Background: an optimization exercise with open tools, aiming at small area. Do not read the settings as production practice.
In this exercise RTL edits were held to simulation tests only and were not proved equivalent to the original.

--- flow/sincos.hex ---
40000
40002
40003
40005
40006
40008
40009
4000b
4000d
4000e
40010
3fc11
3fc13
3fc14
3fc16
3fc18
3fc19
3fc1b
3f81c
3f81e
3f81f
3f821
3f822
3f424
3f426
3f427
3f429
3f02a
3f02c
3f02d
3f02f
3ec30
3ec32
3ec33
3e835
3e837
3e838
3e43a
3e43b
3e43d
3e03e
3e040
3e041
3dc43
3dc44
3d846
3d847
3d449
3d44a
3d44c
3d04d
3d04f
3cc50
3cc52
3c853
3c855
3c456
3c458
3c059
3bc5b
3bc5c
3b85e
3b85f
3b461
3b462
3b063
3ac65
3ac66
3a868
3a469
3a46b
3a06c
39c6d
39c6f
39870
39472
39473
39075
38c76
38c77
38879
3847a
3807b
3807d
37c7e
37880
37481
37082
37084
36c85
36886
36488
36089
35c8a
35c8c
3588d
3548e
35090
34c91
34892
34493
34095
33c96
33c97
33898
3349a
3309b
32c9c
3289d
3249f
320a0
31ca1
318a2
314a4
310a5
30ca6
308a7
304a8
300aa
2fcab
2f8ac
2f4ad
2f0ae
2e8af
2e4b1
2e0b2
2dcb3
2d8b4
2d4b5
2d0b6
2ccb7
2c8b8
2c4b9
2bcba
2b8bc
2b4bd
2b0be
2acbf
2a8c0
2a0c1
29cc2
298c3
294c4
290c5
288c6
284c7
280c8
27cc9
274ca
270cb
26ccc
268cd
260ce
25ccf
258cf
254d0
24cd1
248d2
244d3
240d4
238d5
234d6
230d7
228d7
224d8
220d9
218da
214db
210dc
208dc
204dd
200de
1f8df
1f4e0
1ece0
1e8e1
1e4e2
1dce3
1d8e3
1d4e4
1cce5
1c8e5
1c0e6
1bce7
1b4e7
1b0e8
1ace9
1a4e9
1a0ea
198eb
194eb
18cec
188ed
184ed
17cee
178ee
170ef
16cef
164f0
160f1
158f1
154f2
14cf2
148f3
140f3
13cf4
134f4
130f5
128f5
124f5
11cf6
118f6
110f7
10cf7
104f8
100f8
0f8f8
0f4f9
0ecf9
0e8f9
0e0fa
0dcfa
0d4fa
0ccfb
0c8fb
0c0fb
0bcfc
0b4fc
0b0fc
0a8fc
0a4fd
09cfd
098fd
090fd
088fe
084fe
07cfe
078fe
070fe
06cff
064ff
060ff
058ff
050ff
04cff
044ff
04100
03900
03500
02d00
02500
02100
01900
01500
00d00
00900
00100
ff900
ff500
fed00
fe900
fe100
fdd00
fd500
fcd00
fc900
fc100
fbcff
fb4ff
fb0ff
fa8ff
fa0ff
f9cff
f94ff
f90fe
f88fe
f84fe
f7cfe
f78fe
f70fd
f68fd
f64fd
f5cfd
f58fc
f50fc
f4cfc
f44fc
f40fb
f38fb
f34fb
f2cfa
f24fa
f20fa
f18f9
f14f9
f0cf9
f08f8
f00f8
efcf8
ef4f7
ef0f7
ee8f6
ee4f6
edcf5
ed8f5
ed0f5
eccf4
ec4f4
ec0f3
eb8f3
eb4f2
eacf2
ea8f1
ea0f1
e9cf0
e94ef
e90ef
e88ee
e84ee
e7ced
e78ed
e74ec
e6ceb
e68eb
e60ea
e5ce9
e54e9
e50e8
e4ce7
e44e7
e40e6
e38e5
e34e5
e2ce4
e28e3
e24e3
e1ce2
e18e1
e14e0
e0ce0
e08df
e00de
dfcdd
df8dc
df0dc
decdb
de8da
de0d9
ddcd8
dd8d7
dd0d7
dccd6
dc8d5
dc0d4
dbcd3
db8d2
db4d1
dacd0
da8cf
da4cf
da0ce
d98cd
d94cc
d90cb
d8cca
d84c9
d80c8
d7cc7
d78c6
d70c5
d6cc4
d68c3
d64c2
d60c1
d58c0
d54bf
d50be
d4cbd
d48bc
d44ba
d3cb9
d38b8
d34b7
d30b6
d2cb5
d28b4
d24b3
d20b2
d1cb1
d18af
d10ae
d0cad
d08ac
d04ab
d00aa
cfca8
cf8a7
cf4a6
cf0a5
ceca4
ce8a2
ce4a1
ce0a0
cdc9f
cd89d
cd49c
cd09b
ccc9a
cc898
cc497
cc496
cc095
cbc93
cb892
cb491
cb090
cac8e
ca88d
ca48c
ca48a
ca089
c9c88
c9886
c9485
c9084
c9082
c8c81
c8880
c847e
c807d
c807b
c7c7a
c7879
c7477
c7476
c7075
c6c73
c6c72
c6870
c646f
c646d
c606c
c5c6b
c5c69
c5868
c5466
c5465
c5063
c4c62
c4c61
c485f
c485e
c445c
c445b
c4059
c3c58
c3c56
c3855
c3853
c3452
c3450
c304f
c304d
c2c4c
c2c4a
c2c49
c2847
c2846
c2444
c2443
c2041
c2040
c203e
c1c3d
c1c3b
c1c3a
c1838
c1837
c1835
c1433
c1432
c1430
c102f
c102d
c102c
c102a
c0c29
c0c27
c0c26
c0c24
c0822
c0821
c081f
c081e
c081c
c041b
c0419
c0418
c0416
c0414
c0413
c0411
c0010
c000e
c000d
c000b
c0009
c0008
c0006
c0005
c0003
c0002
c0000
c03fe
c03fd
c03fb
c03fa
c03f8
c03f7
c03f5
c03f3
c03f2
c03f0
c07ef
c07ed
c07ec
c07ea
c07e8
c07e7
c07e5
c0be4
c0be2
c0be1
c0bdf
c0bde
c0fdc
c0fda
c0fd9
c0fd7
c13d6
c13d4
c13d3
c13d1
c17d0
c17ce
c17cd
c1bcb
c1bc9
c1bc8
c1fc6
c1fc5
c1fc3
c23c2
c23c0
c23bf
c27bd
c27bc
c2bba
c2bb9
c2fb7
c2fb6
c2fb4
c33b3
c33b1
c37b0
c37ae
c3bad
c3bab
c3faa
c3fa8
c43a7
c47a5
c47a4
c4ba2
c4ba1
c4f9f
c4f9e
c539d
c579b
c579a
c5b98
c5f97
c5f95
c6394
c6793
c6791
c6b90
c6f8e
c6f8d
c738b
c778a
c7789
c7b87
c7f86
c8385
c8383
c8782
c8b80
c8f7f
c937e
c937c
c977b
c9b7a
c9f78
ca377
ca776
ca774
cab73
caf72
cb370
cb76f
cbb6e
cbf6d
cc36b
cc76a
cc769
ccb68
ccf66
cd365
cd764
cdb63
cdf61
ce360
ce75f
ceb5e
cef5c
cf35b
cf75a
cfb59
cff58
d0356
d0755
d0b54
d0f53
d1352
d1b51
d1f4f
d234e
d274d
d2b4c
d2f4b
d334a
d3749
d3b48
d3f47
d4746
d4b44
d4f43
d5342
d5741
d5b40
d633f
d673e
d6b3d
d6f3c
d733b
d7b3a
d7f39
d8338
d8737
d8f36
d9335
d9734
d9b33
da332
da731
dab31
daf30
db72f
dbb2e
dbf2d
dc32c
dcb2b
dcf2a
dd329
ddb29
ddf28
de327
deb26
def25
df324
dfb24
dff23
e0322
e0b21
e0f20
e1720
e1b1f
e1f1e
e271d
e2b1d
e2f1c
e371b
e3b1b
e431a
e4719
e4f19
e5318
e5717
e5f17
e6316
e6b15
e6f15
e7714
e7b13
e7f13
e8712
e8b12
e9311
e9711
e9f10
ea30f
eab0f
eaf0e
eb70e
ebb0d
ec30d
ec70c
ecf0c
ed30b
edb0b
edf0b
ee70a
eeb0a
ef309
ef709
eff08
f0308
f0b08
f0f07
f1707
f1b07
f2306
f2706
f2f06
f3705
f3b05
f4305
f4704
f4f04
f5304
f5b04
f5f03
f6703
f6b03
f7303
f7b02
f7f02
f8702
f8b02
f9302
f9701
f9f01
fa301
fab01
fb301
fb701
fbf01
fc300
fcb00
fcf00
fd700
fdf00
fe300
feb00
fef00
ff700
ffb00
00300
00b00
00f00
01700
01b00
02300
02700
02f00
03700
03b00
04300
04701
04f01
05301
05b01
06301
06701
06f01
07302
07b02
07f02
08702
08b02
09303
09b03
09f03
0a703
0ab04
0b304
0b704
0bf04
0c305
0cb05
0cf05
0d706
0df06
0e306
0eb07
0ef07
0f707
0fb08
10308
10708
10f09
11309
11b0a
11f0a
1270b
12b0b
1330b
1370c
13f0c
1430d
14b0d
14f0e
1570e
15b0f
1630f
16710
16f11
17311
17b12
17f12
18713
18b13
18f14
19715
19b15
1a316
1a717
1af17
1b318
1b719
1bf19
1c31a
1cb1b
1cf1b
1d71c
1db1d
1df1d
1e71e
1eb1f
1ef20
1f720
1fb21
20322
20723
20b24
21324
21725
21b26
22327
22728
22b29
23329
2372a
23b2b
2432c
2472d
24b2e
24f2f
25730
25b31
25f31
26332
26b33
26f34
27335
27736
27f37
28338
28739
28b3a
2933b
2973c
29b3d
29f3e
2a33f
2ab40
2af41
2b342
2b743
2bb44
2bf46
2c747
2cb48
2cf49
2d34a
2d74b
2db4c
2df4d
2e34e
2e74f
2eb51
2f352
2f753
2fb54
2ff55
30356
30758
30b59
30f5a
3135b
3175c
31b5e
31f5f
32360
32761
32b63
32f64
33365
33766
33b68
33f69
33f6a
3436b
3476d
34b6e
34f6f
35370
35772
35b73
35f74
35f76
36377
36778
36b7a
36f7b
3737c
3737e
3777f
37b80
37f82
38383
38385
38786
38b87
38f89
38f8a
3938b
3978d
3978e
39b90
39f91
39f93
3a394
3a795
3a797
3ab98
3af9a
3af9b
3b39d
3b79e
3b79f
3bba1
3bba2
3bfa4
3bfa5
3c3a7
3c7a8
3c7aa
3cbab
3cbad
3cfae
3cfb0
3d3b1
3d3b3
3d7b4
3d7b6
3d7b7
3dbb9
3dbba
3dfbc
3dfbd
3e3bf
3e3c0
3e3c2
3e7c3
3e7c5
3e7c6
3ebc8
3ebc9
3ebcb
3efcd
3efce
3efd0
3f3d1
3f3d3
3f3d4
3f3d6
3f7d7
3f7d9
3f7da
3f7dc
3fbde
3fbdf
3fbe1
3fbe2
3fbe4
3ffe5
3ffe7
3ffe8
3ffea
3ffec
3ffed
3ffef
403f0
403f2
403f3
403f5
403f7
403f8
403fa
403fb
403fd
403fe
--- flow/run.sh ---
#!/bin/bash
# synth_recipe.tcl (not shown) runs the flow's synth.tcl, then flattens the netlist and writes it again
# the make line also repeats each setting of config.mk as NAME=value (left out here)
make -C /OpenROAD-flow-scripts/flow DESIGN_CONFIG=/design/flow/config.mk WORK_HOME=/design/flow/orfs CLKGATE_MAP_FILE= SYNTH_SCRIPT=/design/flow/synth_recipe.tcl finish
--- flow/config.mk ---
export PLATFORM = sky130hd
export DESIGN_NAME = fpgarx
export DESIGN_NICKNAME = fpgarx
export VERILOG_FILES = /design/flow/design.v
export SDC_FILE = /design/flow/constraint.sdc
export NUM_CORES = 4
export LEC_CHECK = 0
export CAP_MARGIN = 20
export CORE_MARGIN = 2
export CORE_UTILIZATION = 40
export SLEW_MARGIN = 20
export SYNTH_MEMORY_MAX_BITS = 32768
--- flow/constraint.sdc ---
create_clock -name core_clock -period 10.0 [get_ports {clk}]
set_input_delay 2.0000 -clock core_clock [delete_from_list [all_inputs] [get_ports {clk}]]
set_output_delay 2.0000 -clock core_clock [all_outputs]
set_load 0.01 [all_outputs]
--- flow/design.v ---
module SinCos (Clock, ClkEn, Reset, Theta, Sine, Cosine);
    input wire Clock;
    input wire ClkEn;
    input wire Reset;
    input wire [9:0] Theta;
    output reg [9:0] Sine;
    output reg [9:0] Cosine;
    reg [19:0] rom [0:1023];
    initial $readmemh("sincos.hex", rom);
    always @(posedge Clock)
      if (Reset)
        begin
          Sine   <= 10'd0;
          Cosine <= 10'd0;
        end
      else if (ClkEn)
        begin
          Sine   <= rom[Theta][9:0];
          Cosine <= rom[Theta][19:10];
        end
endmodule
module Multiplier (Clock, ClkEn, Aclr, DataA, DataB, Result);
    input wire Clock;
    input wire ClkEn;
    input wire Aclr;
    input wire [9:0] DataA;
    input wire [9:0] DataB;
    output reg [19:0] Result;
    reg signed [9:0] rega;
    reg signed [9:0] regb;
    always @(posedge Clock)
      if (Aclr)
        begin
          rega   <= 10'd0;
          regb   <= 10'd0;
          Result <= 20'd0;
        end
      else if (ClkEn)
        begin
          rega   <= DataA;
          regb   <= DataB;
          Result <= rega * regb;
        end
endmodule
module nco_sig 
(clk,
rst,
phase_inc_carr,
phase_accum,
sin_out,
cos_out
);
input clk; 
input rst;
input [63:0] phase_inc_carr;
output sin_out;
output cos_out;
output reg [63:0] phase_accum;
assign sin_out = (phase_accum[63] == 1'b1)? 1'b0 : 1'b1 ; 
assign cos_out = ((phase_accum[63] ^ phase_accum[62]) == 1'b1)? 1'b0 :  1'b1;
always@(posedge clk) begin
	if (rst)
		phase_accum <= 64'd0;
	else
		phase_accum <= phase_accum + phase_inc_carr;
end
endmodule
module CIC 
  (input wire               osc_clk,
   input wire               rst,
   input wire [7:0]		Gain,
   input wire signed [19:0]  d_in,
   output reg signed [19:0]  d_out,
   output reg 				 d_clk);
  parameter width = 60;
  parameter decimation_ratio = 256;
  reg signed [width-1:0] d_tmp, d_d_tmp;
  reg signed [width-1:0] d1;
  reg signed [width-1:0] d2;
  reg signed [width-1:0] d3;
  reg signed [width-1:0] d4;
  reg signed [width-1:0] d5;
  reg signed [width-1:0] d6, d_d6;
  reg signed [width-1:0] d7, d_d7;
  reg signed [width-1:0] d8, d_d8;
  reg signed [width-1:0] d9, d_d9;
  reg signed [width-1:0] d10;
  reg [15:0] count;
  reg v_comb;   
  reg d_clk_tmp;
  always @(posedge osc_clk)
    if (rst)
      begin
        d1 <= 0; d2 <= 0; d3 <= 0; d4 <= 0; d5 <= 0;
        count <= 16'b0;
        d_tmp <= 0;
        d_clk_tmp <= 1'b0;
        v_comb <= 1'b0;
      end
    else
    begin
      d1 <= d_in + d1;
      d2 <= d1 + d2;
      d3 <= d2 + d3;
      d4 <= d3 + d4;
      d5 <= d4 + d5;
      if (count == decimation_ratio - 1)
        begin
          count <= 16'b0;
          d_tmp <= d5;
          d_clk_tmp <= 1'b1;
          v_comb <= 1'b1;
        end else if (count == decimation_ratio >> 1)
          begin
            d_clk_tmp <= 1'b0;
            count <= count + 16'd1;
            v_comb <= 1'b0;
          end else
            begin
              count <= count + 16'd1;
              v_comb <= 1'b0;
            end
    end
  always @(posedge osc_clk)   
    if (rst)
      begin
        d_clk <= 1'b0;
        d_d_tmp <= 0;
        d6 <= 0; d_d6 <= 0; d7 <= 0; d_d7 <= 0; d8 <= 0; d_d8 <= 0;
        d9 <= 0; d_d9 <= 0; d10 <= 0;
        d_out <= 0;
      end
    else
    begin
      d_clk <= d_clk_tmp;
      if (v_comb)
        begin
          d_d_tmp <= d_tmp;
          d6 <= d_tmp - d_d_tmp;
          d_d6 <= d6;
          d7 <= d6 - d_d6;
          d_d7 <= d7;
          d8 <= d7 - d_d7;
          d_d8 <= d8;
          d9 <= d8 - d_d8;
          d_d9 <= d9;
          d10 <= d9 - d_d9;
          d_out <= d10 >>> (width - 12 - Gain); 
        end
    end		
endmodule
module fpgarx
  (
   input             clk,
   input             rst,
   input             cmd_valid,
   input      [7:0]  cmd_byte,
   input      [9:0]  RFIn,
   output     [19:0] i_out,
   output     [19:0] q_out,
   output            out_clk,
   output            sinGen
   );
wire osc_clk = clk;
reg o_Rx_DV;
reg[7:0] o_Rx_Byte;
wire  cosGen;
wire signed [19:0] MixerOutSin;
wire signed [19:0] MixerOutCos;
wire signed [19:0] CIC1_outSin;
wire CIC1_out_clkSin;
wire signed [19:0] CIC1_outCos;
wire CIC1_out_clkCos;
wire [63:0] phase_accum;
wire signed [9:0] LOSine;
wire signed [9:0] LOCosine;
reg signed [63:0] phase_inc_carrGen;
reg signed [63:0] phase_inc_carrGen1;
reg [7:0] CICGain;
SinCos SinCos1 (
.Clock (osc_clk),
.ClkEn (1'b 1),
.Reset (rst),
.Theta (phase_accum[63:54]),
.Sine (LOSine),
.Cosine (LOCosine)
);
nco_sig	 ncoGen (
.clk (osc_clk),
.rst (rst),
.phase_inc_carr ( phase_inc_carrGen1),
.phase_accum (phase_accum),
.sin_out (sinGen),
.cos_out (cosGen)
);
CIC  #(.width(60), .decimation_ratio(256)) CIC1Sin (
.osc_clk (osc_clk),
.rst (rst),
.Gain (CICGain),
.d_in (MixerOutSin),
.d_out (CIC1_outSin),
.d_clk (CIC1_out_clkSin)
);
CIC  #(.width(60), .decimation_ratio(256)) CIC1Cos (
.osc_clk (osc_clk),
.rst (rst),
.Gain (CICGain),
.d_in (MixerOutCos),
.d_out (CIC1_outCos),
.d_clk (CIC1_out_clkCos)
);
Multiplier MixerI  (
	.Clock (osc_clk),
    .ClkEn (1'b1),
    .Aclr (rst),
    .DataA (LOSine[9:0]),
    .DataB (RFIn[9:0]),
    .Result (MixerOutSin[19:0])
);
Multiplier MixerQ  (
	.Clock (osc_clk),
    .ClkEn (1'b1),
    .Aclr (rst),
    .DataA (LOCosine[9:0]),
    .DataB (RFIn[9:0]),
    .Result (MixerOutCos[19:0])
);
assign i_out   = CIC1_outSin;
assign q_out   = CIC1_outCos;
assign out_clk = CIC1_out_clkSin;
always @ (posedge osc_clk)
	if (rst)
	begin
	phase_inc_carrGen1 <= 64'd0;
	phase_inc_carrGen  <= 64'd0;
	o_Rx_DV   <= 1'b0;
	o_Rx_Byte <= 8'd0;
	CICGain   <= 8'd0;
	end
	else
	begin
	phase_inc_carrGen1 <= phase_inc_carrGen;
	o_Rx_DV <= cmd_valid;
    o_Rx_Byte <= cmd_byte;
	if (o_Rx_DV)
		begin
 case (o_Rx_Byte)
    7'd48  : CICGain <= 7'd0;  
    7'd49  : CICGain <= 7'd1;  
	7'd50  : CICGain <= 7'd2;  
	7'd51  : CICGain <= 7'd3;  
 endcase
   case (o_Rx_Byte)
    97  : phase_inc_carrGen <= 64'h 2c6a19e88f1cfe2;  
    98  : phase_inc_carrGen <= 64'h 1aa60f8b8911654;  
	102  : phase_inc_carrGen <= 64'h 1dc38c076704516d;  
	103  : phase_inc_carrGen <= 64'h 1d60d923295482c6;  
	110 :  phase_inc_carrGen <= phase_inc_carrGen - 64'h 71b375868d170 ;  
	109 :  phase_inc_carrGen <= phase_inc_carrGen + 64'h 71b375868d170 ;  
	111 :  phase_inc_carrGen <= phase_inc_carrGen - 64'h 1436a8cdf6f3  ;  
	112 :  phase_inc_carrGen <= phase_inc_carrGen + 64'h 1436a8cdf6f3 ;  
	113 :  phase_inc_carrGen <= phase_inc_carrGen - 64'h ca22980ba57e ;  
	104 :  phase_inc_carrGen <= phase_inc_carrGen + 64'h ca22980ba57e ;  
  endcase
  end
end
endmodule
==> flow_summary.toml <==
[logic_synthesis]
ys_top_cells_by_area = "dfxtp_1, ha_1, nor2_1"
ys_types = 108
syn_inst = 19900
syn_avg_cell_area_um2 = 8.01
synth_async_sr_flop_share_pct = 0
synth_edf_count = 0
yosys.area.top_type = "dfxtp_1"
ys_seq_elements = 2201
ys.flop_type = "dfxtp_1"
synth.cell_area_mm2 = 0.159
synth_warnings = 5
seq_area_frac_synth_pct = 27.7
syn_nets = 21600
synth_top_cell_area_share_pct = 27.7

[floorplan]
fp.coreArea_mm2 = 0.396
fp.dieW_um = 635
initial_utilization_pct = 40.2
io_pins = 63
die_h_um = 635
fp-row-count = 231
die_area_mm2 = 0.403

[critical_path]
crit_path_max_fanout = 20
crit_type = "reg2reg"
start_kind = "flip-flop"
cp.arrival_ns = 6.65
critPathSlowestCell = "dfxtp_1"
crit_chain = "nand2_1 > fa_1 > inv_1 > fa_1 > inv_1 > fa_1 > inv_1 > fa_1 > inv_1 > fa_1 > inv_1 > ha_1 > a21oi_1 > o21bai_1 > a21oi_1 > o211ai_1 > a41o_1 > a21o_1 > a21oi_1 > xnor2_1 > nor2_1"
end_kind = "flip-flop"
worstPathRequired_ns = 10.76
slowest_delay_ns = 0.89

[clock_tree]
post_cts_buffers = 0
clock-sinks = 2201
htreeDepth = 5
clkLatencyLatePin_ns = 0.93
cts_hold_buf = 0
root_buffer = "clkbuf_16"
cts_buffers = 267
cts_buffer_depth = 4
cts_tree = "yes"
path_clk_slew_ns = 0.07
cts-resized-gates = 0

[power]
p_per_area_mw_per_mm2 = 147
leakage_nw = 75.3
power_mw = 25.4
peakVddDrop_uv = 115

[final_layout]
reg.largest.list = "ncoGen.phase_accum: 64 flops, phase_inc_carrGen1: 64 flops, phase_inc_carrGen: 64 flops"
multi_input_area_mm2 = 0.107
drive_gt1_share_pct = 3.87
post-route-util_pct = 43.6
n_fill_cell = 39800
final_common_cell = "nor2_1"
nNetsFinal = 21100
layout_common_cells = "nor2_1, dfxtp_1, a21oi_1"
synthToLayoutAreaGrowth_pct = 8.64
ff_latch_area_mm2 = 0.0441

[global_routing]
first_global_vias = 129000
grt_overflow = 0
antenna_found_initial = 4
grt_pass1_wl_um = 669000
track_usage_pct = 19.6
grt_max_degree = 182

[timing]
final-setup-viol-count = 0
min_period_ns = 5.90
tightest_slew_ns = 1.11
layout_setup_ws_ns = 4.10
tns_ns = 0
rsz0062_at_grt = "no"
fin_skew_ns = 0.0569
fin_hold_ws_ns = 0.449
drv_slew = 0
finalHoldViolCount = 0
fmaxAchievable_mhz = 170
slew_headroom_pct = 26.0
min_period_over_period_pct = 59.0

[routing]
routed_wl_um = 408000
ant_nets = 0
drc = 0
wl_per_cell_um = 16.4
vias = 135000
drt-initial-drc-count = 9242
via_per_inst = 5.46
drtPass1Iterations = 7

[place]
place_congestion = 0.894
hpwlAfterDp_um = 303000
port_buffers = 62
post-place-ws_ns = 4.13

[flow_run]
max-cap-violations = 0

[hold_path]
hold_class = "reg2reg"

[outcome]
status = "timing/DRC/antenna clean"
[synth_stat cells (102+ instances only)]
master,n
nor2_1,2445
dfxtp_1,2201
a21oi_1,1712
nand2_1,1601
ha_1,1540
inv_1,1236
o21ai_0,1030
a21o_1,953
mux2i_1,857
clkbuf_1,856
xnor2_1,700
xor2_1,562
nor2b_1,349
nand3_1,310
o21bai_1,278
nand4_1,260
nor3_1,256
a211oi_1,214
fa_1,205
nand2b_1,187
a31oi_1,173
o21a_1,167
and2_1,145
and3_1,132
o31ai_1,102
[report_power, final]
group	internal (mW)	switching, mW
clock	6.11	4.07
combinational	2.08	3.11
sequential	9.43	0.636
[stage by stage]
stage / instance area [um2] / instances
floorplan: 159000 / 19900
global placement: 164000 / 24300
detailed placement: 164000 / 24300
CTS: 173000 / 24800
global route: 173000 / 24800
finish: 173000 / 24800
[per-layer routing]
metal / track usage, % / part of all wire (%)
met1: 27.0 / 49
met4: 4.66 / 2.4
met5: 0 / 0
met2: 32.7 / 45
met3: 2.03 / 3.8
[worst paths after layout]
check | start | to | slack, ns | cells past startpoint
setup / recovery | MixerI.regb[2] | MixerQ.Result[19] | 4.10 | 21
setup reg to reg | MixerI.regb[2] | MixerQ.Result[19] | 4.10 | 21
hold / removal | CIC1Cos.d5[56] | CIC1Cos.d_tmp[56] | 0.45 | 2
hold reg to reg | CIC1Cos.d5[56] | CIC1Cos.d_tmp[56] | 0.45 | 2
[cell type report]
cell class	instances	area share, %
multi-input combinational	15500	61.8
sequential	2201	25.5
clock buffer	355	4.40
tap	5242	3.80
inverter	1241	2.70
clock inverter	126	0.913
timing repair buffer	155	0.846
antenna	5	0.00724
[cell families after synthesis]
logic type / after synthesis / synth area share (%)
simple gates: 5991 / 16.9
compound gates: 5552 / 22.4
flops: 2201 / 27.7
buf+inv: 2187 / 5.17
fa+ha+maj: 1746 / 14.7
xor+xnor: 1262 / 6.95
mux: 927 / 6.18
[worst max-delay path, delay by kind of cell (launching register included)]
| family | cells | cell delay (ns) |
|---|---|---|
| xor+xnor | 1 | 0.13 |
| flops | 1 | 0.89 |
| compound gates | 7 | 1.45 |
| buf+inv | 5 | 0.24 |
| simple gates | 2 | 0.23 |
| fa+ha+maj | 6 | 2.78 |

[static timing again, ports no longer ideal]
Ports are ideal in the flow. The routed layout listed here was re-timed in OpenROAD.
Step 1, drivers: a clkbuf_16 drives clk and a buf_2 each remaining input, both assumed.
Step 2 adds t to the input delays and takes it off the output delays; t is the mean of the earliest and latest rising clock arrival at the registers after step 1. Input paths then give back, and output paths get back, about the clock's delay inside the block.
Three values: ideal ports, drivers, drivers and shift; two values: the first two.
t (ns): 1.023
slack for setup (ns): 4.105 / 4.105 / 4.105
latest minus earliest clock arrival (ns): 0.071 / 0.071
After both steps this run still meets setup and hold. The setup slack of this run moves by 0.000 ns with the drivers and by 0.000 ns with both steps.
